This design comes from an exercise in tuning for small area, a short achievable clock period and few clock cycles per item on the open sky130 flow, not from production work.
Function was checked by simulation only, so behaviour that the tests miss may differ from the original.
Power figures rest on the tool's default switching activity, not on a simulated workload.

Design Processor, start of the top module:
module Processor(clk , rst , imem_addr , imem_data , IR , Loaded , Stored , Out , valid) ;
	input clk ;
	input rst ;
	input [15:0] imem_data ;
	output [15:0] imem_addr ;
	output reg valid ;
	output reg [15:0] Out , Stored , Loaded ;
	output reg [15:0] IR ;
	localparam [255:0] RINIT = {
		16'h1984, 16'h3994, 16'h0CDE, 16'h1CBA, 16'h0102, 16'h1A32, 16'h0414, 16'h22DA,
		16'h1C86, 16'h22E0, 16'h0001, 16'h1C3A, 16'h00AA, 16'h0030, 16'h0020, 16'h0010 } ;
	localparam [255:0] MINIT = {
		16'h1984, 16'h0000, 16'h0CDE, 16'h0000, 16'h0102, 16'h1A32, 16'h0000, 16'h22DA,
		16'h0000, 16'h0000, 16'h0000, 16'h1C3A, 16'h00AA, 16'h0000, 16'h0020, 16'h0001 } ;
	reg [15:0] pc ;
	assign imem_addr = pc ;
	reg [255:0] rf ;    
	reg [255:0] dm ;    
	reg rst_q ;
	reg [15:0] IRd ;
	reg [3:0] d_rb ;      
	reg d_sub ;
	reg [15:0] ra_oh , rb_oh ;    
	reg vd ;
	always @(posedge clk) begin
		IRd <= imem_data ;
		d_rb <= (imem_data[15:12] == 4'd6) ? imem_data[11:8] : imem_data[3:0] ;
		d_sub <= (imem_data[15:12] == 4'd1) ;
		ra_oh <= 16'd1 << imem_data[7:4] ;
		rb_oh <= 16'd1 << ((imem_data[15:12] == 4'd6) ? imem_data[11:8] : imem_data[3:0]) ;
		rst_q <= rst ;
		if (rst) begin
			pc <= 16'd0 ;
			vd <= 1'b0 ;
		end else begin
			pc <= pc + 16'd1 ;
			vd <= 1'b1 ;
		end
	end
	wire [3:0] d_op  = IRd[15:12] ;
	wire [3:0] d_rs1 = IRd[7:4] ;
	wire d_and   = (d_op == 4'd2) ;
	wire d_or    = (d_op == 4'd3) ;
	wire d_xor   = (d_op == 4'd4) ;
	wire d_load  = (d_op == 4'd5) ;
	wire d_store = (d_op == 4'd6) ;
	wire d_sum   = !(d_and || d_or || d_xor || d_load || d_store) ;
	reg [15:0] A , Bx ;   
	reg [15:0] IRe ;
	reg ve ;
	reg c_sub , c_and , c_or , c_xor , c_ld , c_st , c_sum ;
	reg ww ;              
	reg [3:0] wrd ;
	wire [15:0] res ;     
	reg [15:0] Am ;       
	reg [15:0] wen ;      
	wire e_wr = ve && !c_st ;    
	wire fwa = e_wr && (IRe[11:8] == d_rs1) ;
	wire fwb = e_wr && (IRe[11:8] == d_rb) ;
	reg [15:0] rda , rdb ;
	integer k ;
	always @* begin
		rda = 16'd0 ;
		rdb = 16'd0 ;
  ...
For scale: ~2100 cells after synthesis, roughly 99 I/O pins, roughly 29000 um^2 of cells after synthesis.
Settings: LEC_CHECK=0, CAP_MARGIN=20, CORE_MARGIN=2, CORE_UTILIZATION=65, CTS_CLUSTER_DIAMETER=80, CTS_CLUSTER_SIZE=25, GPL_ROUTABILITY_DRIVEN=0, SETUP_SLACK_MARGIN=3.65, SLEW_MARGIN=20; clock period 6.0 ns.
run.sh (not shown) runs the stock make flow with config.mk's settings and CLKGATE_MAP_FILE= SYNTH_SCRIPT=/design/flow/synth_recipe.tcl, a recipe that flattens the netlist after the stock synthesis.
Testbench counts at the start, summed over its fixed seeds: cycles 3,216, instrs 3,200.
Change:
- CTS_CLUSTER_DIAMETER: 80 -> 70
- CTS_CLUSTER_SIZE: 25 -> 20
- SETUP_SLACK_MARGIN: 3.65 -> 3.7
- cell count came out higher by 0.92%
- first-iteration DRC count stays flat
- maximum frequency climbs by about 1.7%
Change:
- CTS_CLUSTER_SIZE: 20 -> 30
- GPL_ROUTABILITY_DRIVEN: 0 -> default
Global-route usage goes down by 0.39 points.
Cell count hardly moves.
Worst setup slack is worse by 0.090 ns.
Routed wire length goes down by 0.43%.
Die area stays the same.
Utilization goes up by 0.53 points.
Area after synthesis stays the same.
Critical path depth goes up by 3.
Change:
- CTS_CLUSTER_SIZE: 30 -> 20
- SETUP_SLACK_MARGIN: 3.7 -> 3.6
The changed run completed without violations.
Maximum frequency rose by 0.44%.
Global-route usage rose by 0.34 points.
Cell area fell by 1.8%.
Synthesized area does not change.
Flip-flop and latch count is unchanged.
Setup slack improves by 0.011 ns.
Power fell by 2.4%.
Via count barely changes.
Routed wire length rose by 0.45%.
Sequential share of layout area rose by 0.89 points.
Sequential power hardly moves.


build 62:
Processor again, from the RTL that the note above started with.
clock: 6.0 ns
lec_check: 0
cap_margin: 20
core_margin: 2
core_utilization: 65
cts_cluster_diameter: 70
cts_cluster_size: 20
setup_slack_margin: 3.7
slew_margin: 20
tns_end_percent: 5
In summary, build 62 completed successfully, with a layout that passed the timing, DRC and antenna checks.
Testbench counts of build 62, summed over its fixed seeds: cycles 3,216, instrs 3,200.
What build 1 does differently from build 62 at the input level:
Settings: CORE_UTILIZATION changed from 65 to 72; TNS_END_PERCENT removed (was 5).
Notes after the runs:
Across build 62 and build 1, a clean result was obtained everywhere but in build 1.
From the logs: build 1 reached the end of the flow and failed the layout checks with capacitance limit, slew limit.
Looking at total number of tap cells across build 62 and build 1, the one that comes out lower is build 1.
Against build 62 as the reference, build 1 delivers a lower part of the cycle the worst path needs.
Via count grows by a few percent when moving from build 62 to build 1.
Of build 1 and build 62, it is build 1 that has the higher core utilization.
Build 62 → build 1: final worst-path setup slack now larger, global-route usage over all layers now larger, share of layout cells above drive strength 1 now larger, cell depth of the worst setup path now smaller.
Build 1 ended up with a higher fmax than build 62 did.
> inputs changed (build 1 -> build 84)
Settings: changing CORE_UTILIZATION from 72 to 68; setting GPL_ROUTABILITY_DRIVEN to 0 for the first time.
[summary]
Build 84 closes out successfully: all stages finished, all timing, DRC and antenna checks passed.
Delta (build 84 minus build 1): number of cells on the worst reg-to-reg path now sits higher; cell area reported after detailed placement roughly the same; count of standard-cell rows shows an increase of about 2.7%.
Build 1 reports its slowest stage cell on the critical path as sky130_fd_sc_hd__a2111oi_2 while build 84 reports sky130_fd_sc_hd__fa_2.
Compared with build 1, build 84 shows clock tree buffer count of the final layout higher by 12%.
Pre-CTS setup slack: build 84 > build 1
Compared with build 1, build 84 is more frugal on power.
Changes observed in build 84 relative to build 1: clock network fraction of design power down 0.4 points; well tap count up 14.
In build 84 the combined area of the multi-input logic cells turned out about 0.43% lower than in build 1.
diff inputs: build 84 => build 41
Settings: CORE_UTILIZATION: 68 -> 65; CTS_CLUSTER_DIAMETER: 70 -> 60; GPL_ROUTABILITY_DRIVEN: 0 -> unset; CTS_CLUSTER_SIZE: 20 -> 16.
==> run notes <==
Footprint of the multi-input gates for build 41 is higher than for build 84.
Build 41 ends up with a die area that is about 4.5% higher than in build 84.
Worst slack at placement, build 84 and build 41, higher one = build 84.
Count of clock-buffer cells in the layout: lower on build 84
Of build 84 and build 41, the higher overall power belongs to build 41.
Build 41 against build 84: met3 demand-to-capacity share in global routing now sits lower; number of flops mapped to enable cells by yosys now sits at about the same level; number of cell rows now sits higher.
Diff build 84 -> build 41 | first-iteration DRC count | down by more than 10%
The core utilization reported for build 41 is smaller than that of build 84 by 2.4 points.

## port drivers added, routing unchanged
Ports are ideal in the flow. The routed layouts listed here were re-timed in OpenROAD. Step 1 assumes that a clkbuf_16 drives the clock port and a buf_2 every other input. Step 2 adds t to the input delays and takes it off the output delays; t is the mean of the earliest and latest rising clock arrival at the registers after step 1. Input paths then give back, and output paths get back, about the clock's delay inside the block. Slacks: ideal ports / drivers / drivers and shift; pairs: ideal ports / drivers.
run	t (ns)	setup WS [ns]	latest minus earliest clock arrival (ns)	slew at the worst register clock pin (ns)	pins driven straight from the clock port
the first run of note 1	0.637	3.624 / 3.608 / 3.124	0.017 / 0.017	0.10 / 0.10	1
the second run of note 1	0.651	3.663 / 3.630 / 3.135	0.026 / 0.026	0.09 / 0.09	1
the third run of note 1	0.647	3.573 / 3.573 / 3.139	0.024 / 0.024	0.11 / 0.11	1
the fourth run of note 1	0.652	3.584 / 3.560 / 3.059	0.032 / 0.032	0.09 / 0.09	1
build 62	0.659	3.575 / 3.552 / 3.080	0.020 / 0.021	0.09 / 0.09	1
build 1	0.671	3.593 / 3.593 / 3.084	0.045 / 0.045	0.13 / 0.13	1
build 84	0.655	3.600 / 3.600 / 3.158	0.033 / 0.033	0.09 / 0.09	1
build 41	0.682	3.619 / 3.560 / 3.130	0.030 / 0.030	0.08 / 0.08	1
The setup slack of the second run of note 1, which loses most, moves by -0.033 ns with the drivers and by -0.528 ns with both steps.
